Source: an optimization exercise on an open RTL-to-GDS flow (aim: small area). Production flows keep margins and buffers that such runs may drop.
Function was checked by simulation only, so behaviour that the tests miss may differ from the original.
The clock port is modelled as an ideal driver, which makes a skipped or thinned clock tree look cheaper than it is; a real chip needs a root buffer or a tree.
Power is estimated from default activity; no workload was simulated.

## sparse_buffer
module sparse_buffer #(
  parameter DW   = 8,
  parameter AW   = 3,
  parameter SIZE = 8
)(
  input  logic            clk_i,
  input  logic            rstn_i,
  input  logic            write_valid_i,
  output logic            write_allowIn_o,
  input  logic [DW-1:0]   write_data_i,
  input  logic            read_valid_i,
  output logic            read_allowIn_o,
  input  logic [AW-1:0]   read_ptr_i,
  output logic            read_rtn_valid_o,
  input  logic            read_rtn_allowIn_i,
  output logic [DW-1:0]   read_rtn_data_o,
  output logic [SIZE-1:0] sparse_buffer_valid_o,
  output logic [AW-1:0]   sparse_buffer_bottom_ptr_o
);
==> module sparse_buffer, before the edit <==
module sparse_buffer #(
  parameter DW   = 8,
  parameter AW   = 3,
  parameter SIZE = 8
)(
  input  logic            clk_i,
  input  logic            rstn_i,
  input  logic            write_valid_i,
  output logic            write_allowIn_o,
  input  logic [DW-1:0]   write_data_i,
  input  logic            read_valid_i,
  output logic            read_allowIn_o,
  input  logic [AW-1:0]   read_ptr_i,
  output logic            read_rtn_valid_o,
  input  logic            read_rtn_allowIn_i,
  output logic [DW-1:0]   read_rtn_data_o,
  output logic [SIZE-1:0] sparse_buffer_valid_o,
  output logic [AW-1:0]   sparse_buffer_bottom_ptr_o
);
  logic [DW-1:0]   sparse_array_Q  [SIZE-1:0];
  logic [DW-1:0]   sparse_array_In [SIZE-1:0];
  logic [SIZE-1:0] sparse_array_valid_In;
  logic [SIZE-1:0] sparse_array_valid_Q;
  logic            write_kickoff;
  logic [AW-1:0]   write_ptr_In;
  logic [AW-1:0]   write_ptr_Q;
  logic [AW-1:0]   write_ptr_n;
  logic [AW-1:0]   bottom_ptr_In;
  logic [AW-1:0]   bottom_ptr_Q;
  logic [AW-1:0]   read_ptr_n;
  logic            read_allow_n;
  logic [SIZE-1:0] entry_we;       
  logic [SIZE-1:0] entry_we_n;
  logic [SIZE-1:0] read_sel_n;     
  logic [DW-1:0]   entry_col [SIZE-1:0];   
  sb_ctrl u_ctrl (
    .valid         ( sparse_array_valid_Q ),
    .wptr          ( write_ptr_Q          ),
    .bptr          ( bottom_ptr_Q         ),
    .write_valid   ( write_valid_i        ),
    .write_allow   ( write_allowIn_o      ),
    .write_kickoff ( write_kickoff        ),
    .wptr_next     ( write_ptr_In         ),
    .bptr_next     ( bottom_ptr_In        )
  );
  always_ff @(posedge clk_i or negedge rstn_i) begin
    if (~rstn_i) begin
      write_ptr_Q  <= '0;
      bottom_ptr_Q <= 'd7;
    end
    else begin
      write_ptr_Q  <= write_ptr_In;
      bottom_ptr_Q <= bottom_ptr_In;
    end
  end
  for (genvar b = 0; b < AW; b++) begin : g_inv
    sb_inv u_winv (.a(write_ptr_Q[b]), .y(write_ptr_n[b]));
    sb_inv u_rinv (.a(read_ptr_i[b]),  .y(read_ptr_n[b]));
  end
  sb_inv u_ainv (.a(read_rtn_allowIn_i), .y(read_allow_n));
  for (genvar i = 0; i < SIZE; i++) begin : g_dec
    sb_nand4 u_wdec (
      .a ( write_kickoff ),
      .b ( i[2] ? write_ptr_Q[2] : write_ptr_n[2] ),
      .c ( i[1] ? write_ptr_Q[1] : write_ptr_n[1] ),
      .d ( i[0] ? write_ptr_Q[0] : write_ptr_n[0] ),
      .y ( entry_we_n[i] )
    );
    sb_inv u_weinv (.a(entry_we_n[i]), .y(entry_we[i]));
    sb_nand4 u_rdec (
      .a ( read_valid_i ),
      .b ( i[2] ? read_ptr_i[2] : read_ptr_n[2] ),
      .c ( i[1] ? read_ptr_i[1] : read_ptr_n[1] ),
      .d ( i[0] ? read_ptr_i[0] : read_ptr_n[0] ),
      .y ( read_sel_n[i] )
    );
  end
  for (genvar i = 0; i < SIZE; i++) begin : g_entry
    for (genvar b = 0; b < DW; b++) begin : g_bit
      sb_hold_mux u_hold (
        .en   ( entry_we[i]          ),
        .en_n ( entry_we_n[i]        ),
        .d    ( write_data_i[b]      ),
        .q    ( sparse_array_Q[i][b] ),
        .y    ( sparse_array_In[i][b] )
      );
      assign entry_col[b][i] = sparse_array_Q[i][b];
    end
  end
  always_ff @(posedge clk_i) begin
    for (int i = 0; i < SIZE; i++) begin
      sparse_array_Q[i] <= sparse_array_In[i];
    end
  end
  for (genvar i = 0; i < SIZE; i++) begin : g_valid
    sb_o22a u_vnext (
      .a1 ( sparse_array_valid_Q[i] ),
      .a2 ( entry_we[i]             ),
      .b1 ( read_sel_n[i]           ),
      .b2 ( read_allow_n            ),
      .y  ( sparse_array_valid_In[i] )
    );
  end
  always_ff @(posedge clk_i or negedge rstn_i) begin
    if (~rstn_i) begin
      sparse_array_valid_Q <= '0;
    end
    else begin
      sparse_array_valid_Q <= sparse_array_valid_In;
    end
  end
  assign sparse_buffer_valid_o = sparse_array_valid_Q;
  assign sparse_buffer_bottom_ptr_o = bottom_ptr_Q;
  assign read_allowIn_o = read_rtn_allowIn_i;
  sb_sel8v u_rvalid (.d(sparse_array_valid_Q), .sel_n(read_sel_n), .read_valid(read_valid_i), .y(read_rtn_valid_o));
  for (genvar b = 0; b < DW; b++) begin : g_rdata
    sb_sel8 u_rdata (.d(entry_col[b]), .sel_n(read_sel_n), .y(read_rtn_data_o[b]));
  end
endmodule
export LEC_CHECK = 0
export ABC_AREA = 1
export CAP_MARGIN = 20
export CORE_MARGIN = 2
export CORE_UTILIZATION = 60
export SLEW_MARGIN = 20
export SYNTH_HIERARCHICAL = 1
export SYNTH_MINIMUM_KEEP_SIZE = 0
create_clock -name core_clock -period 6.0 [get_ports {clk_i}]
standard.sh (not shown) runs the stock make flow with config.mk's settings and CLKGATE_MAP_FILE= SYNTH_SCRIPT=/design/flow/synth_recipe.tcl, a recipe that flattens the netlist after the stock synthesis.
==> flow/flow/run.sh <==
#!/bin/bash
# Own layout flow: the standard ORFS flow with
#  - an area-oriented abc script in synthesis (registers unchanged),
#  - port buffers of the smallest buffer cell,
#  - a one-level clock tree of four clock buffers in place of TritonCTS.
set -euo pipefail
WORK=$(pwd)
export FLOW_WORK=$WORK
export FLOW_ABC_SCRIPT=$WORK/flow/abc_area.script

bash standard.sh ABC_AREA=1 SYNTH_SCRIPT=$WORK/flow/synth.tcl synth > $WORK/synth.log 2>&1

bash standard.sh \
  "BUFFER_PORTS_ARGS=-buffer_cell sky130_fd_sc_hd__buf_1" \
  "PRE_CTS_TCL=$WORK/flow/clkbuf.tcl" \
  finish > $WORK/layout.log 2>&1
Other scripts of this flow, unchanged in this note and not shown: flow/flow/abc_area.script, flow/flow/clkbuf.tcl, flow/flow/synth.tcl
Then changed:
--- a/flow/design.v
+++ b/flow/design.v
@@ -78,4 +78,19 @@
   assign y = ~(a & b & c & d);
 endmodule
+module sb_nand3 (
+  input  logic a,
+  input  logic b,
+  input  logic c,
+  output logic y
+);
+  assign y = ~(a & b & c);
+endmodule
+module sb_nand2 (
+  input  logic a,
+  input  logic b,
+  output logic y
+);
+  assign y = ~(a & b);
+endmodule
 module sb_inv (
   input  logic a,
@@ -159,5 +174,5 @@
   logic [AW-1:0]   bottom_ptr_Q;
   logic [AW-1:0]   read_ptr_n;
-  logic            read_allow_n;
+  logic            read_kickoff_n;
   logic [SIZE-1:0] entry_we;       
   logic [SIZE-1:0] entry_we_n;
@@ -188,5 +203,5 @@
     sb_inv u_rinv (.a(read_ptr_i[b]),  .y(read_ptr_n[b]));
   end
-  sb_inv u_ainv (.a(read_rtn_allowIn_i), .y(read_allow_n));
+  sb_nand2 u_rk (.a(read_valid_i), .b(read_rtn_allowIn_i), .y(read_kickoff_n));
   for (genvar i = 0; i < SIZE; i++) begin : g_dec
     sb_nand4 u_wdec (
@@ -198,9 +213,8 @@
     );
     sb_inv u_weinv (.a(entry_we_n[i]), .y(entry_we[i]));
-    sb_nand4 u_rdec (
-      .a ( read_valid_i ),
-      .b ( i[2] ? read_ptr_i[2] : read_ptr_n[2] ),
-      .c ( i[1] ? read_ptr_i[1] : read_ptr_n[1] ),
-      .d ( i[0] ? read_ptr_i[0] : read_ptr_n[0] ),
+    sb_nand3 u_rdec (
+      .a ( i[2] ? read_ptr_i[2] : read_ptr_n[2] ),
+      .b ( i[1] ? read_ptr_i[1] : read_ptr_n[1] ),
+      .c ( i[0] ? read_ptr_i[0] : read_ptr_n[0] ),
       .y ( read_sel_n[i] )
     );
@@ -228,5 +242,5 @@
       .a2 ( entry_we[i]             ),
       .b1 ( read_sel_n[i]           ),
-      .b2 ( read_allow_n            ),
+      .b2 ( read_kickoff_n          ),
       .y  ( sparse_array_valid_In[i] )
     );
What happened:
- The new run produced a clean layout
- worst hold slack got worse by 4.9 ps
- via count is higher by 3.9%
- power is higher by about 2.6%
- sequential cell count stays the same
- cell count does not change
- wire length is higher by about 13%
- clock power is higher by about 4%
- first-iteration DRC count is higher by about 50%
No run of this note takes its clock network from TritonCTS; it comes from the design's own scripts or RTL.

-- port drivers added, routing unchanged --
No port has a modelled driver above. Below, the same layouts with a new extraction and two added sets of constraints. Step 1: set_driving_cell puts a clkbuf_16 on clk_i and a buf_2 on each other input, an assumption about the parent block. Step 2 times the ports against the registers' clock, not the clock port: input delays grow and output delays shrink by t, the midpoint of the rising clock arrivals with the driver on. Slacks: ideal ports / drivers / drivers and shift; pairs: ideal ports / drivers.
run | t (ns) | slack for setup (ns) | worst data-port slew with drivers (ns)
the first run | 0.218 | 2.078 / 2.054 / 2.054 | 0.03
the second run | 0.225 | 2.036 / 2.009 / 2.009 | 0.03
After both steps setup and hold are still met in every run listed. For the second run, which loses most, drivers alone change the setup slack by -0.027 ns; drivers and shift together by -0.027 ns.
